What follows belongs to an exercise in optimizing a design on an open flow for small area, a short achievable clock period and few clock cycles per item; a production flow would make more cautious choices.
Only simulation tests tie the RTL to the original design; equivalence was not proved.

## P
==> flow/design.v (excerpt) <==
module geofence (clk, reset, X, Y, R, valid, is_inside);
input clk;
input reset;
input [9:0] X;
input [9:0] Y;
input [10:0] R;
output reg valid;
output reg is_inside;
reg [5:0] n;                        
wire [5:0] n_n = (n == 6'd38) ? 6'd0 : n + 6'd1;
reg [2:0] g;                        
wire [2:0] g_n = (n == 6'd38 || g == 3'd5) ? 3'd0 : g + 3'd1;
reg inph;
reg [30:0] ring [0:5];              
reg [9:0] X0, Y0;
integer k;
always @(posedge clk) begin
    for (k = 0; k < 5; k = k + 1) ring[k] <= ring[k+1];
    ring[5] <= inph ? {X, Y, R} : ring[0];
    if (n == 6'd0) begin X0 <= X; Y0 <= Y; end
end
function [2:0] posof;               
    input [2:0] j;
    input [2:0] gg;
    reg [3:0] d;
    begin
        d = {1'b0, j} + 4'd6 - {1'b0, gg};
        posof = (d >= 4'd6) ? d[2:0] - 3'd6 : d[2:0];
    end
endfunction
reg [2:0] rk1, rk2, rk3, rk4, rk5;
wire [2:0] rf1, rf2, rf3, rf4, rf5;    
function [2:0] lsel;                
    input [2:0] r;
    begin
        lsel = (rf1 == r) ? 3'd1 : (rf2 == r) ? 3'd2 : (rf3 == r) ? 3'd3 :
               (rf4 == r) ? 3'd4 : 3'd5;
    end
endfunction
reg [2:0] posA, posB;
wire [30:0] pA = ring[posA];
wire [30:0] pB = ring[posB];
wire [9:0]  ax = pA[30:21], ay = pA[20:11];
wire [10:0] ar = pA[10:0];
wire [9:0]  bx = pB[30:21], by = pB[20:11];
wire [10:0] br = pB[10:0];
reg sload, smul, scmp, aph, sph, eph, uvl, aqsh, aacc, tsel, fin, radsum, radodd;
reg [2:0] asel;                     
function [5:0] pairof;
    input [5:0] nn;
    case (nn)
        6'd3:  pairof = {3'd1, 3'd2};
        6'd4:  pairof = {3'd1, 3'd3};
        6'd5:  pairof = {3'd2, 3'd3};
        6'd6:  pairof = {3'd1, 3'd4};
        6'd7:  pairof = {3'd2, 3'd4};
        6'd8:  pairof = {3'd3, 3'd4};
        6'd9:  pairof = {3'd1, 3'd5};
        6'd10: pairof = {3'd2, 3'd5};
        6'd11: pairof = {3'd3, 3'd5};
        default: pairof = {3'd4, 3'd5};
    endcase
endfunction
function [2:0] qsel;
    input [2:0] m;
    case (m)
        3'd1: qsel = lsel(3'd0);
        3'd2: qsel = lsel(3'd1);
        3'd3: qsel = lsel(3'd2);
        3'd4: qsel = lsel(3'd3);
        3'd5: qsel = lsel(3'd4);
        default: qsel = 3'd0;
    endcase
endfunction
wire [5:0] cn = n_n - 6'd15;        
reg  [2:0] kA_n;                    
reg  [2:0] jA_n, jB_n;
always @(*) begin
    kA_n = (cn <= 6'd5) ? cn[2:0] : cn[3:1] - 3'd3;
  ...
For scale: ~4900 cells after synthesis, roughly 39000 um^2 of cells after synthesis.
export LEC_CHECK = 0
export ABC_AREA = 1
export CAP_MARGIN = 20
export CORE_MARGIN = 2
export CORE_UTILIZATION = 40
export SLEW_MARGIN = 20
create_clock -name core_clock -period 25.0 [get_ports {clk}]
run.sh (not shown) runs the stock make flow with config.mk's settings and CLKGATE_MAP_FILE= SYNTH_SCRIPT=/design/flow/synth_recipe.tcl, a recipe that flattens the netlist after the stock synthesis.
Testbench counts of P, summed over its fixed seeds: cycles 62,400, items 1,600.
The following lists how Q was set up differently from P:
--- a/flow/design.v
+++ b/flow/design.v
@@ -34,15 +34,22 @@
     input [2:0] r;
     begin
         lsel = (rf1 == r) ? 3'd1 : (rf2 == r) ? 3'd2 : (rf3 == r) ? 3'd3 :
                (rf4 == r) ? 3'd4 : 3'd5;
     end
 endfunction
-reg [2:0] posA, posB;
-wire [30:0] pA = ring[posA];
-wire [30:0] pB = ring[posB];
+reg [5:0] selA, selB;               
+reg [30:0] pA, pB;
+integer kk;
+always @(*) begin
+    pA = 31'd0; pB = 31'd0;
+    for (kk = 0; kk < 6; kk = kk + 1) begin
+        pA = pA | (ring[kk] & {31{selA[kk]}});
+        pB = pB | (ring[kk] & {31{selB[kk]}});
+    end
+end
 wire [9:0]  ax = pA[30:21], ay = pA[20:11];
 wire [10:0] ar = pA[10:0];
 wire [9:0]  bx = pB[30:21], by = pB[20:11];
 wire [10:0] br = pB[10:0];
 reg sload, smul, scmp, aph, sph, eph, uvl, aqsh, aacc, tsel, fin, radsum, radodd;
 reg [2:0] asel;                     
@@ -92,14 +99,14 @@
         n <= n_n; g <= g_n;
         inph <= (n_n <= 6'd5);
         valid <= fin;
     end
 end
 always @(posedge clk) begin
-    posA   <= posof(jA_n, g_n);
-    posB   <= posof(jB_n, g_n);
+    selA   <= 6'd1 << posof(jA_n, g_n);
+    selB   <= 6'd1 << posof(jB_n, g_n);
     sload  <= (n_n >= 6'd3) && (n_n <= 6'd12);
     smul   <= (n_n >= 6'd4) && (n_n <= 6'd13);
     scmp   <= smul;
     aph    <= cph_n && (cn <= 6'd5);
     sph    <= cph_n && (cn >= 6'd6) && (cn <= 6'd16) && !cn[0];
     eph    <= cph_n && (cn >= 6'd7) && (cn <= 6'd17) && cn[0];
- [compare] base=P new=Q: area of all sequential standard cells +120 um^2; final critical-path setup slack saw an increase.
- Summary of Q over P: maximum frequency from static timing analysis now sits at about the same level, final standard cell area without fillers now sits higher, area after synthesis now sits higher, detailed placer's ending HPWL now sits lower, clock period minus worst slack now sits lower.
- Clock-buffer cell count: Q vs P up 8.0%
- Comparing via count for Q and P, the smaller number came from P.
Testbench counts of Q, summed over its fixed seeds: cycles 62,400, items 1,600.


== run B ==
Another version of the RTL of geofence (not shown whole).
Size in the first run: ~3900 cells after synthesis, roughly 510 flip-flops, about 35 I/O pins.
// geofence
module geofence (clk, reset, X, Y, R, valid, is_inside);
input clk;
input reset;
input [9:0] X;
input [9:0] Y;
input [10:0] R;
output reg valid;
output reg is_inside;
reg [5:0] n;                        
wire [5:0] n_n = (n == 6'd37) ? 6'd0 : n + 6'd1;
reg [2:0] g;                        
wire [2:0] g_n = (n == 6'd37 || g == 3'd5) ? 3'd0 : g + 3'd1;
reg inph;
reg [30:0] ring [0:5];              
reg [9:0] X0, Y0;
integer k;
always @(posedge clk) begin
    for (k = 0; k < 5; k = k + 1) ring[k] <= ring[k+1];
    ring[5] <= inph ? {X, Y, R} : ring[0];
    if (n == 6'd0) begin X0 <= X; Y0 <= Y; end
end
function [2:0] posof;               
    input [2:0] j;
    input [2:0] gg;
    reg [3:0] d;
    begin
        d = {1'b0, j} + 4'd6 - {1'b0, gg};
        posof = (d >= 4'd6) ? d[2:0] - 3'd6 : d[2:0];
    end
endfunction
reg [2:0] rk1, rk2, rk3, rk4, rk5;
wire [2:0] rf1, rf2, rf3, rf4, rf5;    
function [2:0] lsel;                
    input [2:0] r;
    begin
        lsel = (rf1 == r) ? 3'd1 : (rf2 == r) ? 3'd2 : (rf3 == r) ? 3'd3 :
               (rf4 == r) ? 3'd4 : 3'd5;
    end
endfunction
reg [5:0] selA, selB;               
reg       amb;                      
wire      bef;
wire       sw = amb & ~bef;
wire [5:0] selBe = {selB[5:4], selB[3] | sw, selB[2] & ~sw, selB[1:0]};
reg [30:0] pA, pB;
integer kk;
always @(*) begin
    pA = 31'd0; pB = 31'd0;
    for (kk = 0; kk < 6; kk = kk + 1) begin
  ...
clock: 25.0 ns
lec_check: 0
abc_area: 1
cap_margin: 20
core_margin: 2
core_utilization: 55
cts_cluster_diameter: 100
cts_cluster_size: 20
slew_margin: 20
standard.sh (not shown) runs the stock make flow with config.mk's settings and CLKGATE_MAP_FILE= SYNTH_SCRIPT=/design/flow/synth_recipe.tcl, a recipe that flattens the netlist after the stock synthesis.
==> flow/flow/run.sh <==
#!/bin/bash
# Standard ORFS layout at the design's clock and constraints, with two changes:
# the ports are buffered with a plain buf_2 (instead of the delay buffer
# buffer_ports picks by default), and repair_timing is asked for 19 ns of
# setup margin so that it also works on paths that already meet the clock.
set -euo pipefail
export BUFFER_PORTS_ARGS="-buffer_cell sky130_fd_sc_hd__buf_2"
export SETUP_SLACK_MARGIN=19
bash standard.sh > standard.log 2>&1
Testbench counts of run B, summed over its fixed seeds: cycles 60,800, items 1,600.
[inputs] run D vs run B
--- a/flow/design.v
+++ b/flow/design.v
@@ -48,19 +48,19 @@
     pA = 31'd0; pB = 31'd0;
     for (kk = 0; kk < 6; kk = kk + 1) begin
         pA = pA | (ring[kk] & {{20{selA[kk]}}, 11'd0});    
         pB = pB | (ring[kk] & {31{selBe[kk]}});
     end
 end
 wire [9:0]  ax = pA[30:21], ay = pA[20:11];
 wire [9:0]  bx = pB[30:21], by = pB[20:11];
 wire [10:0] br = pB[10:0];
-reg tadd, afst, rld, sload, smul, scmp, aph, sph, eph, uvl, aqsh, aacc, tsel, fin, radsum, radodd;
+reg rld, sload, smul, scmp, aph, sph, eph, uvl, aqsh, aacc, tsel, fin, radsum, radodd;
 reg [3:0] asel;                     
 function [5:0] pairof;
     input [5:0] nn;
     case (nn)
         6'd3:  pairof = {3'd1, 3'd2};
         6'd4:  pairof = {3'd1, 3'd3};
         6'd5:  pairof = {3'd2, 3'd3};
         6'd6:  pairof = {3'd1, 3'd4};
         6'd7:  pairof = {3'd2, 3'd4};
@@ -113,56 +113,54 @@
     smul   <= (n_n >= 6'd4) && (n_n <= 6'd13);
     scmp   <= smul;
     aph    <= cph_n && (cn <= 6'd5);
     sph    <= cph_n && (cn >= 6'd6) && (cn <= 6'd16) && !cn[0];
     eph    <= cph_n && (cn >= 6'd7) && (cn <= 6'd17) && cn[0];
     uvl    <= cph_n && (cn >= 6'd11) && (cn <= 6'd21) && cn[0];
     aqsh   <= cph_n && (cn >= 6'd5) && (cn <= 6'd10);
     aacc   <= cph_n && (cn >= 6'd8) && (cn <= 6'd18) && !cn[0];
     tsel   <= cph_n && (cn >= 6'd12) && (cn <= 6'd22) && !cn[0];
-    tadd   <= cph_n && (cn >= 6'd14) && (cn <= 6'd22) && !cn[0];    
-    afst   <= cph_n && (cn == 6'd8);                                
     fin    <= cph_n && (cn == 6'd22);
     radsum <= (cn <= 6'd7);
     radodd <= cn[0];
     case (cn)
         6'd6, 6'd16, 6'd17:        asel <= 4'b0001;
         6'd7, 6'd8, 6'd14, 6'd15:  asel <= 4'b0010;
         6'd9, 6'd10, 6'd12, 6'd13: asel <= 4'b0100;
         default:                   asel <= 4'b1000;
     endcase
 end
 reg  [10:0] oa1, ob1, ob2;
 reg  [10:0] oa2;
 reg  [21:0] m1r;
 reg  [21:0] A, T;
 reg  [21:0] m2r;
 wire [21:0] m1, m2;
-mul_s11x11a u_m1 (.a(oa1), .b(ob1), .c(tadd ? T : 22'd0), .p(m1));    
+mul_s11x11a u_m1 (.a(oa1), .b(ob1), .c(tsel ? T : 22'd0), .p(m1));    
 mul_s11x11 u_m2 (.a(oa2), .b(ob2), .p(m2));
 wire signed [21:0] sm1r = m1r, sm2r = m2r;
 assign bef = sm1r > sm2r;             
 always @(posedge clk) begin
     if (n <= 6'd3) begin
         rk1 <= 3'd0; rk2 <= 3'd0; rk3 <= 3'd0; rk4 <= 3'd0; rk5 <= 3'd0;
     end else begin
         rk1 <= rf1; rk2 <= rf2; rk3 <= rf3; rk4 <= rf4; rk5 <= rf5;
     end
 end
 wire [5:0] dij = pairof(n - 6'd2);  
 wire [2:0] win = bef ? dij[2:0] : dij[5:3];     
 assign rf1 = rk1 + {2'd0, scmp && win == 3'd1};
 assign rf2 = rk2 + {2'd0, scmp && win == 3'd2};
 assign rf3 = rk3 + {2'd0, scmp && win == 3'd3};
 assign rf4 = rk4 + {2'd0, scmp && win == 3'd4};
 assign rf5 = rk5 + {2'd0, scmp && win == 3'd5};
 wire [21:0] Asum;
-bk22 u_A (.a(radsum ? m1r : afst ? 22'd0 : A), .b(m2r), .cin(1'b0), .s(Asum), .co());
+bk22 u_A (.a(radsum ? {2'b00, m1r[19:0]} : A), .b(radsum ? {2'b00, m2r[19:0]} : m2r), .cin(1'b0), .s(Asum), .co());
 wire [19:0] rad = radsum ? Asum[19:0] : (radodd ? m2r[19:0] : m1r[19:0]);
 function [22:0] nrstep;    
     input [12:0] r;
     input [9:0]  q;
     input [1:0]  b;
     input [3:0]  j;
     reg [12:0] rn, m;
     begin
         if (!r[12]) rn = {r[10:0], b} - {1'b0, q, 2'b01};
@@ -216,20 +214,23 @@
 always @(posedge clk) begin
     oa1 <= (sload | aph) ? x1 : uvl ? {1'b0, qout} : {1'b0, Sn};
     ob1 <= sload ? y2 : aph ? x1 : uvl ? {1'b0, s3[9:0]} : e12;
     oa2 <= (sload | aph) ? y1 : eph ? e12 : {~x2[10], x2[9:0]};
     ob2 <= sload ? x2 : aph ? y1 : eph ? e3n : y2;
     m1r <= m1[21:0];
     if (rld) begin ri <= (n == 6'd14) ? ring[4][10:0] : rj; rj <= br; end
     m2r <= m2[21:0];
     if (aqsh) begin aq0 <= qout; aq1 <= aq0; aq2 <= aq1; aq3 <= aq2; end
-    if (aacc) A <= Asum;
-    if (tsel) T <= m1;
+    if (n <= 6'd13) begin A <= 22'd0; T <= 22'd0; end
+    else begin
+        if (aacc) A <= Asum;
+        if (tsel) T <= m1;
+    end
     is_inside <= ge;                 
 end
 endmodule
 module mul_s11x11a (a, b, c, p);
 input [10:0] a;
 input [10:0] b;
 input [21:0] c;
 output [21:0] p;
 wire w1, w2, w3, w4, w5, w6, w7, w8, w9, w10, w11, w12, w13, w14, w15, w16;
Notes after the runs:
- In run D relative to run B, clock net sink count had gone down slightly.
- ~same horizontal die dimension in run B and run D
- Fraction of area in non-clock buffers in run D is 0.53 points higher than in run B
- [compare] base=run B new=run D: fraction of met2 tracks used by global routing grew by 1.5 points; hold slack closely matched the old numbers; global-route usage rose 0.44 points.
- Per the comparison of run D with run B, number of non-clock inverters in the layout picked up an extra 4.
Testbench counts of run D, summed over its fixed seeds: cycles 60,800, items 1,600.

separate check: timing with driven ports:
How much do the figures lean on ideal ports? The routed layouts below were timed once more, with nothing changed but the port constraints. Step 1, drivers: a clkbuf_16 drives clk and a buf_2 each remaining input, both assumed. Step 2 also shifts input and output timing later by t, the mid clock arrival at the registers, as if the neighbouring blocks saw the same clock. Three values: ideal, step 1, step 2; two values: the first two.
| run | t, ns | setup slack, ns | worst register clock-pin slew, ns | cell pins on the clock port's net |
|---|---|---|---|---|
| P | 0.721 | 18.488 / 18.410 / 18.497 | 0.07 / 0.07 | 1 |
| Q | 0.701 | 18.502 / 18.431 / 18.649 | 0.07 / 0.07 | 1 |
| run B | 0.675 | 18.898 / 18.832 / 19.305 | 0.09 / 0.09 | 1 |
| run D | 0.642 | 18.914 / 18.847 / 19.266 | 0.09 / 0.09 | 1 |
After both steps setup and hold are still met in every run listed.
